From an optimization exercise on the open Yosys and OpenROAD flow, aimed at small area; shortcuts taken in it are not production practice.
The RTL was checked by simulation tests, not by an equivalence proof against the original design.
No activity file was given, so power comes from the tool's default toggle rates.

==> flow/design.v <==
module CPU(
    clk,
    inst,
    reset,
    address,
    out_data,
    store
);
    input clk;
    input reset;
    input [7:0] inst;
    output [7:0] address;
    output [7:0] out_data;
    output store;
    reg [7:0] ir;
    reg [7:0] pc;
    reg [7:0] r0, r1, r2, r3;
    wire [3:0] op = ir[7:4];
    always @(posedge clk) begin
        ir[3:0] <= inst[3:0];
        ir[6]   <= inst[6];
        ir[7]   <= inst[7] & ~reset;
        ir[5]   <= inst[5] | reset;
        ir[4]   <= inst[4] | reset;
    end
    wire [3:0] irn;
    g_inv u_irn0 (.a(ir[0]), .y(irn[0]));
    g_inv u_irn1 (.a(ir[1]), .y(irn[1]));
    g_inv u_irn2 (.a(ir[2]), .y(irn[2]));
    g_inv u_irn3 (.a(ir[3]), .y(irn[3]));
    wire ena, enb, cin;
    g_nand2 u_ena (.a(op[1]), .b(op[0]), .y(ena));
    g_inv   u_enb (.a(op[1]), .y(enb));
    g_or2   u_cin (.a(op[1]), .b(op[0]), .y(cin));
    wire [3:0] na, nb, nal, nbl;
    g_nand3 u_nal0 (.a(irn[3]), .b(irn[2]), .c(ena), .y(nal[0]));
    g_nand3 u_nal1 (.a(irn[3]), .b(ir[2]),  .c(ena), .y(nal[1]));
    g_nand3 u_nal2 (.a(ir[3]),  .b(irn[2]), .c(ena), .y(nal[2]));
    g_nand3 u_nal3 (.a(ir[3]),  .b(ir[2]),  .c(ena), .y(nal[3]));
    g_nand3 u_nbl0 (.a(irn[1]), .b(irn[0]), .c(enb), .y(nbl[0]));
    g_nand3 u_nbl1 (.a(irn[1]), .b(ir[0]),  .c(enb), .y(nbl[1]));
    g_nand3 u_nbl2 (.a(ir[1]),  .b(irn[0]), .c(enb), .y(nbl[2]));
    g_nand3 u_nbl3 (.a(ir[1]),  .b(ir[0]),  .c(enb), .y(nbl[3]));
    g_nand3 u_na0 (.a(irn[3]), .b(irn[2]), .c(ena), .y(na[0]));
    g_nand3 u_na1 (.a(irn[3]), .b(ir[2]),  .c(ena), .y(na[1]));
    g_nand3 u_na2 (.a(ir[3]),  .b(irn[2]), .c(ena), .y(na[2]));
    g_nand3 u_na3 (.a(ir[3]),  .b(ir[2]),  .c(ena), .y(na[3]));
    g_nand3 u_nb0 (.a(irn[1]), .b(irn[0]), .c(enb), .y(nb[0]));
    g_nand3 u_nb1 (.a(irn[1]), .b(ir[0]),  .c(enb), .y(nb[1]));
    g_nand3 u_nb2 (.a(ir[1]),  .b(irn[0]), .c(enb), .y(nb[2]));
    g_nand3 u_nb3 (.a(ir[1]),  .b(ir[0]),  .c(enb), .y(nb[3]));
    wire [7:0] a, b, bx, alu;
    wire [7:0] c;
    assign c[0] = cin;
    genvar i;
    generate
        for (i = 0; i < 8; i = i + 1) begin : g_bit
            rd_mux u_ma (.r0(r0[i]), .r1(r1[i]), .r2(r2[i]), .r3(r3[i]), .n(i < 2 ? nal : na), .y(a[i]));
            rd_mux u_mb (.r0(r0[i]), .r1(r1[i]), .r2(r2[i]), .r3(r3[i]), .n(i < 2 ? nbl : nb), .y(b[i]));
            g_xor2 u_bx (.a(b[i]), .b(op[0]), .y(bx[i]));
            if (i < 7) begin : g_lo
                g_fa u_fa (.a(a[i]), .b(bx[i]), .ci(c[i]), .s(alu[i]), .co(c[i+1]));
            end else begin : g_hi
                wire t;
                g_xor2 u_x0 (.a(a[i]), .b(c[i]), .y(t));
                g_xor2 u_x1 (.a(t), .b(bx[i]), .y(alu[i]));
            end
        end
    endgenerate
    wire keep, ldr, we, rstn;
    g_inv   u_rstn (.a(reset), .y(rstn));
    g_nor2  u_keep (.a(op[2]), .b(reset), .y(keep));
    g_and2  u_ldr  (.a(op[2]), .b(rstn), .y(ldr));
    g_orn   u_we   (.a(op[3]), .bn(op[1]), .y(we));
    wire [1:0] wdr;
    wire kn;
    g_a22o u_wd0 (.a1(alu[0]), .a2(keep), .b1(ir[0]), .b2(ldr), .y(wdr[0]));
    g_a22o u_wd1 (.a1(alu[1]), .a2(keep), .b1(ir[1]), .b2(ldr), .y(wdr[1]));
    g_or2  u_kn  (.a(op[2]), .b(reset), .y(kn));
    wire [3:0] enn, en;
    g_a31oi u_en0 (.a1(we), .a2(irn[3]), .a3(irn[2]), .b(reset), .y(enn[0]));
    g_a31oi u_en1 (.a1(we), .a2(irn[3]), .a3(ir[2]),  .b(reset), .y(enn[1]));
    g_a31oi u_en2 (.a1(we), .a2(ir[3]),  .a3(irn[2]), .b(reset), .y(enn[2]));
    g_a31oi u_en3 (.a1(we), .a2(ir[3]),  .a3(ir[2]),  .b(reset), .y(enn[3]));
    g_inv u_enp0 (.a(enn[0]), .y(en[0]));
    g_inv u_enp1 (.a(enn[1]), .y(en[1]));
    g_inv u_enp2 (.a(enn[2]), .y(en[2]));
    g_inv u_enp3 (.a(enn[3]), .y(en[3]));
    wire [3:0] ek;
    g_nor2 u_ek0 (.a(enn[0]), .b(kn), .y(ek[0]));
    g_nor2 u_ek1 (.a(enn[1]), .b(kn), .y(ek[1]));
    g_nor2 u_ek2 (.a(enn[2]), .b(kn), .y(ek[2]));
    g_nor2 u_ek3 (.a(enn[3]), .b(kn), .y(ek[3]));
    wire [7:0] d0, d1, d2, d3;
    generate
        for (i = 0; i < 2; i = i + 1) begin : g_rfl
            g_a22o u_d0 (.a1(en[0]), .a2(wdr[i]), .b1(enn[0]), .b2(r0[i]), .y(d0[i]));
            g_a22o u_d1 (.a1(en[1]), .a2(wdr[i]), .b1(enn[1]), .b2(r1[i]), .y(d1[i]));
            g_a22o u_d2 (.a1(en[2]), .a2(wdr[i]), .b1(enn[2]), .b2(r2[i]), .y(d2[i]));
            g_a22o u_d3 (.a1(en[3]), .a2(wdr[i]), .b1(enn[3]), .b2(r3[i]), .y(d3[i]));
        end
        for (i = 2; i < 8; i = i + 1) begin : g_rfh
            g_a22o u_d0 (.a1(ek[0]), .a2(alu[i]), .b1(enn[0]), .b2(r0[i]), .y(d0[i]));
            g_a22o u_d1 (.a1(ek[1]), .a2(alu[i]), .b1(enn[1]), .b2(r1[i]), .y(d1[i]));
            g_a22o u_d2 (.a1(ek[2]), .a2(alu[i]), .b1(enn[2]), .b2(r2[i]), .y(d2[i]));
            g_a22o u_d3 (.a1(ek[3]), .a2(alu[i]), .b1(enn[3]), .b2(r3[i]), .y(d3[i]));
        end
    endgenerate
    always @(posedge clk) begin
        r0 <= d0;
        r1 <= d1;
        r2 <= d2;
        r3 <= d3;
    end
    wire op3n;
    g_inv u_op3n (.a(op[3]), .y(op3n));
    wire [3:0] bi;
    g_nand2 u_b0 (.a(irn[0]), .b(op[3]), .y(bi[0]));
    g_nor2  u_b1 (.a(irn[1]), .b(op3n), .y(bi[1]));
    g_nor2  u_b2 (.a(irn[2]), .b(op3n), .y(bi[2]));
    g_nor2  u_b3 (.a(irn[3]), .b(op3n), .y(bi[3]));
    wire [7:0] npc, pcd, addr;
    wire [7:1] k;
    g_ha  u_p0 (.a(pc[0]), .b(bi[0]), .s(npc[0]), .co(k[1]));
    g_fa  u_p1 (.a(pc[1]), .b(bi[1]), .ci(k[1]), .s(npc[1]), .co(k[2]));
    g_fa  u_p2 (.a(pc[2]), .b(bi[2]), .ci(k[2]), .s(npc[2]), .co(k[3]));
    g_fa  u_p3 (.a(pc[3]), .b(bi[3]), .ci(k[3]), .s(npc[3]), .co(k[4]));
    g_ha  u_p4 (.a(pc[4]), .b(k[4]), .s(npc[4]), .co(k[5]));
    g_ha  u_p5 (.a(pc[5]), .b(k[5]), .s(npc[5]), .co(k[6]));
    g_ha  u_p6 (.a(pc[6]), .b(k[6]), .s(npc[6]), .co(k[7]));
    g_xor2 u_p7 (.a(pc[7]), .b(k[7]), .y(npc[7]));
    generate
        for (i = 0; i < 8; i = i + 1) begin : g_pc
            g_and2 u_pcr (.a(npc[i]), .b(rstn), .y(pcd[i]));
            g_a22o u_adr (.a1(npc[i]), .a2(op[3]), .b1(pc[i]), .b2(op3n), .y(addr[i]));
        end
    endgenerate
    always @(posedge clk)
        pc <= pcd;
    assign store = op[1] & ~op[0];
    assign out_data = alu;
    assign address = addr;
endmodule
module rd_mux(r0, r1, r2, r3, n, y);
    input r0, r1, r2, r3;
    input [3:0] n;
    output y;
    wire x01, x23;
    g_o22ai u_01 (.a1(r0), .a2(n[0]), .b1(r1), .b2(n[1]), .y(x01));
    g_o22ai u_23 (.a1(r2), .a2(n[2]), .b1(r3), .b2(n[3]), .y(x23));
    g_nor2  u_y  (.a(x01), .b(x23), .y(y));
endmodule
module g_inv(a, y);
    input a; output y;
    assign y = ~a;
endmodule
module g_nand2(a, b, y);
    input a, b; output y;
    assign y = ~(a & b);
endmodule
module g_nor2(a, b, y);
    input a, b; output y;
    assign y = ~(a | b);
endmodule
module g_or2(a, b, y);
    input a, b; output y;
    assign y = a | b;
endmodule
module g_and2(a, b, y);
    input a, b; output y;
    assign y = a & b;
endmodule
module g_orn(a, bn, y);
    input a, bn; output y;
    assign y = a | ~bn;
endmodule
module g_nand3(a, b, c, y);
    input a, b, c; output y;
    assign y = ~(a & b & c);
endmodule
module g_xor2(a, b, y);
    input a, b; output y;
    assign y = a ^ b;
endmodule
module g_o22ai(a1, a2, b1, b2, y);
    input a1, a2, b1, b2; output y;
    assign y = ~((a1 | a2) & (b1 | b2));
endmodule
module g_a22o(a1, a2, b1, b2, y);
    input a1, a2, b1, b2; output y;
    assign y = (a1 & a2) | (b1 & b2);
endmodule
module g_a31oi(a1, a2, a3, b, y);
    input a1, a2, a3, b; output y;
    assign y = ~((a1 & a2 & a3) | b);
endmodule
module g_ha(a, b, s, co);
    input a, b; output s, co;
    assign s = a ^ b;
    assign co = a & b;
endmodule
module g_fa(a, b, ci, s, co);
    input a, b, ci; output s, co;
    assign s = a ^ b ^ ci;
    assign co = (a & b) | (ci & (a ^ b));
endmodule
Settings: LEC_CHECK=0, CAP_MARGIN=20, CORE_MARGIN=2, CORE_UTILIZATION=40, SLEW_MARGIN=20, SYNTH_HIERARCHICAL=1; clock period 6.0 ns.
standard.sh (not shown) runs the stock make flow with config.mk's settings and CLKGATE_MAP_FILE= SYNTH_SCRIPT=/design/flow/synth_recipe.tcl, a recipe that flattens the netlist after the stock synthesis.
==> flow/flow/run.sh <==
#!/bin/bash
set -e
export BUFFER_PORTS_ARGS="-buffer_cell sky130_fd_sc_hd__buf_1"
export CTS_ARGS="-sink_clustering_enable -repair_clock_nets -buf_list sky130_fd_sc_hd__clkbuf_16 -sink_clustering_size 30 -sink_clustering_max_diameter 200 -dont_use_dummy_load"
bash standard.sh > standard.log 2>&1
The first run ran to the end with no violations.
Rerun with:
==> flow/flow/run.sh (replaced) <==
#!/bin/bash
set -e
export BUFFER_PORTS_ARGS="-buffer_cell sky130_fd_sc_hd__buf_1"
export CTS_ARGS="-sink_clustering_enable -repair_clock_nets -buf_list sky130_fd_sc_hd__clkbuf_8 -sink_clustering_size 30 -dont_use_dummy_load -sink_buffer_max_cap_derate 1.0"
bash standard.sh > standard.log 2>&1
Outcome: The changed run finished with timing, DRC and antenna clean. Synthesized cell count stays the same. Cell area falls by 2.1%. Combinational power stays flat. Hold slack barely changes. First-iteration DRC count came out lower by 12%. Flip-flop and latch count is unchanged.
Rerun with:
==> flow/flow/run.sh (replaced) <==
#!/bin/bash
set -e
export BUFFER_PORTS_ARGS="-buffer_cell sky130_fd_sc_hd__buf_1"
export CTS_ARGS="-repair_clock_nets -buf_list sky130_fd_sc_hd__clkbuf_8 -dont_use_dummy_load"
bash standard.sh > standard.log 2>&1
=>
- The changed run finished clean
- clock skew does not change
- clock power barely changes
- synthesized cell count is unchanged
- final area stays the same
- cell count does not change
- area after synthesis stays the same
- worst setup slack stays the same
- critical path depth is unchanged
- non-clock buffer count does not change
Rerun with:
==> flow/flow/run.sh (replaced) <==
#!/bin/bash
set -e
export BUFFER_PORTS_ARGS="-buffer_cell sky130_fd_sc_hd__buf_1"
export CTS_ARGS="-sink_clustering_enable -repair_clock_nets -buf_list sky130_fd_sc_hd__clkbuf_8 -sink_clustering_size 30 -dont_use_dummy_load"
bash standard.sh > standard.log 2>&1
Power does not change.
Via count stays the same.
Core utilization stays the same.
Wire length stays the same.
Sequential power stays flat.
Clock power barely changes.
Synthesized cell count stays the same.
Final area stays the same.
Die area is unchanged.
Worst hold slack is unchanged.
Sequential cell count is unchanged.
Rerun with:
==> flow/flow/run.sh (replaced) <==
#!/bin/bash
set -e
export BUFFER_PORTS_ARGS="-buffer_cell sky130_fd_sc_hd__buf_1"
export CTS_ARGS="-sink_clustering_enable -repair_clock_nets -buf_list sky130_fd_sc_hd__clkbuf_8 -sink_clustering_size 24 -sink_clustering_max_diameter 100 -dont_use_dummy_load -sink_buffer_max_cap_derate 0.5 -balance_levels"
bash standard.sh > standard.log 2>&1
After rerunning: The new run completed with no timing, DRC or antenna violations; worst setup slack is unchanged; final area is unchanged; combinational power hardly moves; global-route usage is unchanged; sequential power hardly moves; hold slack stays the same; die area stays the same; via count is unchanged.
Rerun with:
==> flow/flow/run.sh (replaced) <==
#!/bin/bash
set -e
export BUFFER_PORTS_ARGS="-buffer_cell sky130_fd_sc_hd__buf_1"
export CTS_ARGS="-sink_clustering_enable -repair_clock_nets -buf_list sky130_fd_sc_hd__clkbuf_8 -sink_clustering_size 30 -dont_use_dummy_load"
export GPL_KEEP_OVERFLOW=0
bash standard.sh > standard.log 2>&1
Outcome: The changed run finished with timing, DRC and antenna clean; non-clock buffer count stays the same; hold slack improved by 0.0038 ns; total power goes up slightly; wire length goes up by a few percent; clock power stays flat; design area goes up slightly; final cell count does not change; sequential share of layout area goes down by 0.34 points; worst setup slack improved by 0.095 ns; synthesized area stays the same; die area does not change.

==> port drivers added, routing unchanged <==
Ports are ideal in the flow. The routed layouts listed here were re-timed in OpenROAD.
Step 1 (the two cells are an assumption about what drives the block):
set clk [get_ports {clk}]
set_driving_cell -lib_cell sky130_fd_sc_hd__clkbuf_16 $clk
set_driving_cell -lib_cell sky130_fd_sc_hd__buf_2 [delete_from_list [all_inputs] $clk]
Step 2 moves the port delays by t, midway between the first and last clock arrival at a register: inputs arrive t later, outputs are due t later. That takes back most of the time a late clock gives input paths.
Three values: ideal, step 1, step 2; two values: the first two.
| run | t, ns | setup WS [ns] | hold WS [ns] |
|---|---|---|---|
| the first run | 0.315 | 0.243 / 0.209 / 0.523 | 0.503 / 0.503 / 0.503 |
| the second run | 0.324 | 0.199 / 0.169 / 0.493 | 0.505 / 0.505 / 0.505 |
| the third run | 0.324 | 0.199 / 0.169 / 0.493 | 0.505 / 0.505 / 0.505 |
| the fourth run | 0.324 | 0.199 / 0.169 / 0.493 | 0.505 / 0.505 / 0.505 |
| the fifth run | 0.324 | 0.199 / 0.169 / 0.493 | 0.505 / 0.505 / 0.505 |
| the sixth run | 0.322 | 0.294 / 0.264 / 0.586 | 0.509 / 0.509 / 0.509 |
After both steps setup and hold are still met in every run listed.
